This is an optimization exercise on Yosys and OpenROAD, whose aim is small area, a short achievable clock period and few clock cycles, not a production implementation.
The flow treats the clock pin as an ideal source. Dropping or thinning the clock tree relies on that and would not hold on a real chip.
Power is estimated from default activity; no workload was simulated.

## ELA
module ELA(clk, rst, in_data, data_rd, req, wen, addr, data_wr, done);
Size in the first run: ~120 flip-flops, roughly 39 I/O pins, about 5800 um2 of cells after synthesis.
==> flow/config.mk <==
export PLATFORM = sky130hd
export DESIGN_NAME = ELA
export DESIGN_NICKNAME = ELA
export VERILOG_FILES = /design/flow/design.v
export SDC_FILE = /design/flow/constraint.sdc
export NUM_CORES = 8
export LEC_CHECK = 0
export CAP_MARGIN = 20
export CORE_MARGIN = 2
export CORE_UTILIZATION = 40
export CTS_BUF_LIST = sky130_fd_sc_hd__clkbuf_4
export CTS_CLUSTER_DIAMETER = 100
export CTS_CLUSTER_SIZE = 40
export SETUP_SLACK_MARGIN = 4.3
export SLEW_MARGIN = 20
==> flow/constraint.sdc <==
create_clock -name core_clock -period 7.0 [get_ports {clk}]
set_input_delay 1.4000 -clock core_clock [delete_from_list [all_inputs] [get_ports {clk}]]
set_output_delay 1.4000 -clock core_clock [all_outputs]
set_load 0.01 [all_outputs]
standard.sh (not shown) runs the stock make flow with config.mk's settings and CLKGATE_MAP_FILE= SYNTH_SCRIPT=/design/flow/synth_recipe.tcl, a recipe that flattens the netlist after the stock synthesis.
==> flow/flow/run.sh <==
#!/bin/bash
# Layout flow: the standard ORFS flow, with two changes:
#  - synthesis does not extract full/half adder cells (ADDER_MAP_FILE empty),
#    so ABC maps all of the arithmetic itself;
#  - the port buffers are sky130_fd_sc_hd__buf_2 cells.
set -euo pipefail
bash standard.sh ADDER_MAP_FILE= \
  "BUFFER_PORTS_ARGS=-buffer_cell sky130_fd_sc_hd__buf_2" \
  finish > make_finish.log 2>&1
The baseline finished clean.
==> next run, changes <==
Settings changed: SETUP_SLACK_MARGIN 4.3 to 4.8.
Result: Setup slack gets better by 0.014 ns. Via count came out higher by 6.2%. Critical path depth does not change. Sequential share of layout area decreases by 4.4 points.
==> next run, changes <==
Settings changed: ABC_AREA set to 1, SETUP_SLACK_MARGIN 4.8 to 4.6.
Synthesized cell count goes up by 63%.
Flip-flop and latch count stays the same.
Sequential power hardly moves.
Hold slack gets better by 0.0090 ns.
Wire length drops by 0.82%.
Register-to-register slack gains 0.38 ns.
Count of clock-buffer cells in the layout went down by 3.
Die area goes up by 13%.
No run of this note included a check of the RTL's function; only the layout flow was run.

========
## JK
The RTL this note starts from:
==> flow/design.v <==
`timescale 1ns/10ps
module ELA(clk, rst, in_data, data_rd, req, wen, addr, data_wr, done);
	input				clk;
	input				rst;
	input		[7:0]	in_data;
	input		[7:0]	data_rd;
	output				req;
	output	reg			wen;
	output	reg	[9:0]	addr;
	output	reg	[7:0]	data_wr;	 
	output				done;
	reg			interp, fin;
	reg			s_rb, s_w;	 
	reg	[7:0]	x;	 
	reg	[7:0]	y;	 
	reg	[7:0]	pp;	 
	reg	[7:0]	q;	 
	reg	[7:0]	r;	 
	reg	[7:0]	dreg, areg;	 
	reg	[7:0]	m;			 
	wire s_rt = ~s_rb & ~s_w;
	assign req  = ~interp;
	assign done = fin;
	wire [8:0] ix = {addr[9:6], addr[4:0]};
	wire [8:0] kst = {s_rb, s_rb, s_rb, s_rt & interp, s_rb, s_rb, s_rb,
			s_rb | s_w, s_w | ~interp & wen};
	function [8:0] add9;
		input [8:0] u, v;
		integer j; reg c;
		begin
			c = 1'b0;
			for (j = 0; j < 9; j = j + 1) begin
				add9[j] = u[j] ^ v[j] ^ c;
				c = (u[j] & v[j]) | (c & (u[j] ^ v[j]));
			end
		end
	endfunction
	wire [8:0] i_next = add9(ix, kst);
	wire [7:0] d_xy, a_xy;
	ELA_absd u_absd(.x(x), .y(y), .d(d_xy));
	ELA_avg u_avg(.x(x), .y(y), .a(a_xy));
	always @(posedge clk) begin
		dreg <= d_xy;
		areg <= a_xy;
	end
	wire edge_col = (ix[4:0] == 5'd1) || (ix[4:0] == 5'd2);
	wire le;
	ELA_le8 u_le(.v(dreg), .u(m), .le(le));
	wire take = s_w | le | (s_rb & edge_col);
	always @(posedge clk) begin
		if (take)
			m <= dreg;
		if (!interp)
			data_wr <= in_data;
		else if (take)
			data_wr <= areg;
	end
	always @(posedge clk or posedge rst) begin
		if (rst) begin
			interp <= 1'b0;
			fin <= 1'b0;
			s_rb <= 1'b0;
			s_w <= 1'b0;
			wen <= 1'b0;
		end else if (fin) begin
			wen <= 1'b0;
		end else begin
			if (!interp) begin
				wen <= ~(wen & (&ix));
				if (wen & (&ix))
					interp <= 1'b1;
			end else begin
				s_rb <= s_rt;
				s_w <= s_rb;
				wen <= s_rb & (ix[8:1] != 8'd16);
				if (s_rb && ix == 9'd1)
					fin <= 1'b1;
			end
		end
	end
	always @(posedge clk)
		addr <= (interp | wen) ? {i_next[8:5], interp & s_rb, i_next[4:0]} : 10'd0;
	always @(posedge clk) begin
		if (s_rt) begin
			x <= y; y <= data_rd; r <= x;
		end else if (s_rb) begin
			x <= r; y <= data_rd; r <= pp; pp <= y;
		end else begin
			x <= r; y <= q; q <= y; r <= pp;
		end
	end
endmodule
module ELA_le8(v, u, le);
	input	[7:0]	v, u;
	output			le;
	wire [7:0] g = v & ~u;
	wire [7:0] e = ~(v ^ u);
	wire g10 = g[1] | e[1] & g[0], e10 = e[1] & e[0];
	wire g32 = g[3] | e[3] & g[2], e32 = e[3] & e[2];
	wire g54 = g[5] | e[5] & g[4], e54 = e[5] & e[4];
	wire g76 = g[7] | e[7] & g[6], e76 = e[7] & e[6];
	wire g30 = g32 | e32 & g10;
	wire g74 = g76 | e76 & g54, e74 = e76 & e54;
	assign le = ~(g74 | e74 & g30);
endmodule
module ELA_absd(x, y, d);
	input	[7:0]	x, y;
	output	reg	[7:0]	d;
	reg [7:0] g, e, G1, E1, G2, E2, G3, E3, bo, bo2;
	integer i;
	always @(*) begin
		g = x & ~y;
		e = ~(x ^ y);
		for (i = 0; i < 8; i = i + 1)
			if (i % 2 == 1) begin G1[i] = g[i] | e[i] & g[i-1]; E1[i] = e[i] & e[i-1]; end
			else begin G1[i] = g[i]; E1[i] = e[i]; end
		for (i = 0; i < 8; i = i + 1)
			if (i % 4 >= 2) begin G2[i] = G1[i] | E1[i] & G1[(i/4)*4+1]; E2[i] = E1[i] & E1[(i/4)*4+1]; end
			else begin G2[i] = G1[i]; E2[i] = E1[i]; end
		for (i = 0; i < 8; i = i + 1)
			if (i >= 4) begin G3[i] = G2[i] | E2[i] & G2[3]; E3[i] = E2[i] & E2[3]; end
			else begin G3[i] = G2[i]; E3[i] = E2[i]; end
		bo  = {~(G3[6:0] | E3[6:0]), 1'b0};
		bo2 = {G3[6:0], 1'b0};
		d = G3[7] ? (~e ^ bo) : (~e ^ bo2);
	end
endmodule
module ELA_avg(x, y, a);
	input	[7:0]	x, y;
	output	reg	[7:0]	a;
	reg [7:0] g, p, G1, P1, G2, P2, G3, P3;
	integer i;
	always @(*) begin
		g = x & y; p = x ^ y;
		for (i = 0; i < 8; i = i + 1)
			if (i % 2 == 1) begin G1[i] = g[i] | p[i] & g[i-1]; P1[i] = p[i] & p[i-1]; end
			else begin G1[i] = g[i]; P1[i] = p[i]; end
		for (i = 0; i < 8; i = i + 1)
			if (i % 4 >= 2) begin G2[i] = G1[i] | P1[i] & G1[(i/4)*4+1]; P2[i] = P1[i] & P1[(i/4)*4+1]; end
			else begin G2[i] = G1[i]; P2[i] = P1[i]; end
		for (i = 0; i < 8; i = i + 1)
			if (i >= 4) begin G3[i] = G2[i] | P2[i] & G2[3]; P3[i] = P2[i] & P2[3]; end
			else begin G3[i] = G2[i]; P3[i] = P2[i]; end
		a = {G3[7], p[7:1] ^ G3[6:0]};
	end
endmodule
export LEC_CHECK = 0
export CAP_MARGIN = 20
export CORE_MARGIN = 2
export CORE_UTILIZATION = 60
export SETUP_SLACK_MARGIN = 4.8
export SLEW_MARGIN = 20
export SYNTH_HIERARCHICAL = 1
create_clock -name core_clock -period 7.0 [get_ports {clk}]
==> flow/flow/run.sh <==
#!/bin/bash
# Layout flow: the standard ORFS flow, with these changes:
#  - synthesis does not extract full/half adder cells (ADDER_MAP_FILE empty),
#    so ABC maps all of the arithmetic itself;
#  - the port buffers are sky130_fd_sc_hd__buf_1 cells;
#  - the clock tree is one level: the clock port drives four clkbuf_16 cells,
#    one per quarter of the flip-flops (flow/cts.tcl replaces ORFS's cts.tcl,
#    with clock_tree_synthesis replaced by that buffering).
set -euo pipefail
rm -rf scripts_mod
cp -r "$FLOW_HOME/scripts" scripts_mod
cp flow/cts.tcl scripts_mod/cts.tcl
bash standard.sh ADDER_MAP_FILE= \
  "BUFFER_PORTS_ARGS=-buffer_cell sky130_fd_sc_hd__buf_1" \
  "SCRIPTS_DIR=$PWD/scripts_mod" \
  finish > make_finish.log 2>&1
Other scripts of this flow, unchanged in this note and not shown: flow/flow/cts.tcl
JK: flow completed, timing, DRC and antenna clean
### JK -> MS
--- a/flow/config.mk
+++ b/flow/config.mk
@@ -10,3 +10,3 @@
 export CORE_UTILIZATION = 60
-export SETUP_SLACK_MARGIN = 4.8
+export SETUP_SLACK_MARGIN = 4.85
 export SLEW_MARGIN = 20
Results
- The run showing the greater least setup slack across all paths after layout is JK.
- As far as share of synthesized registers carrying an async set or reset is concerned, MS and JK perform about the same.
- Sequential share of layout area for MS is lower than for JK.
- Re die area: no difference whatsoever between JK and MS.
- When MS is set beside JK, its post-cts repair resize count turns out to be 7 larger.
## Diff of input files: AL against MS
--- a/flow/config.mk
+++ b/flow/config.mk
@@ -10,3 +10,3 @@
 export CORE_UTILIZATION = 60
-export SETUP_SLACK_MARGIN = 4.85
+export SETUP_SLACK_MARGIN = 4.9
 export SLEW_MARGIN = 20
## What came out
- AL vs. MS: worst hold slack neither gained nor lost much, setup slack after placement was more or less identical, maximum VDD drop now smaller, switching part of the total about even.
No run of this note included a check of the RTL's function; only the layout flow was run. No run of this note takes its clock network from TritonCTS; it comes from the design's own scripts or RTL.

[re-timing with driven ports]
The flow's constraints put no driver on any port. The routed layouts listed below were extracted and timed again, unchanged, in two steps.
Step 1 (the two cells are an assumption about what drives the block):
set clk [get_ports {clk}]
set_driving_cell -lib_cell sky130_fd_sc_hd__clkbuf_16 $clk
set_driving_cell -lib_cell sky130_fd_sc_hd__buf_2 [delete_from_list [all_inputs] $clk]
Step 2 also shifts input and output timing later by t, the mid clock arrival at the registers, as if the neighbouring blocks saw the same clock.
Slacks: no drivers / after step 1 / after step 2; pairs: no drivers / after step 1.
| run | t (ns) | setup WS [ns] | latest minus earliest clock arrival (ns) | worst register clock-pin slew, ns |
|---|---|---|---|---|
| the first run of note 1 | 0.571 | 4.405 / 4.369 / 4.409 | 0.017 / 0.017 | 0.11 / 0.11 |
| the second run of note 1 | 0.552 | 4.419 / 4.385 / 4.502 | 0.021 / 0.021 | 0.11 / 0.11 |
| the third run of note 1 | 0.567 | 4.422 / 4.385 / 4.881 | 0.017 / 0.017 | 0.11 / 0.11 |
| JK | 0.227 | 4.772 / 4.693 / 4.920 | 0.014 / 0.014 | 0.09 / 0.09 |
| MS | 0.227 | 4.763 / 4.686 / 4.914 | 0.017 / 0.017 | 0.09 / 0.09 |
| AL | 0.228 | 4.796 / 4.718 / 4.946 | 0.015 / 0.016 | 0.09 / 0.09 |
After both steps every run listed still meets setup and hold.
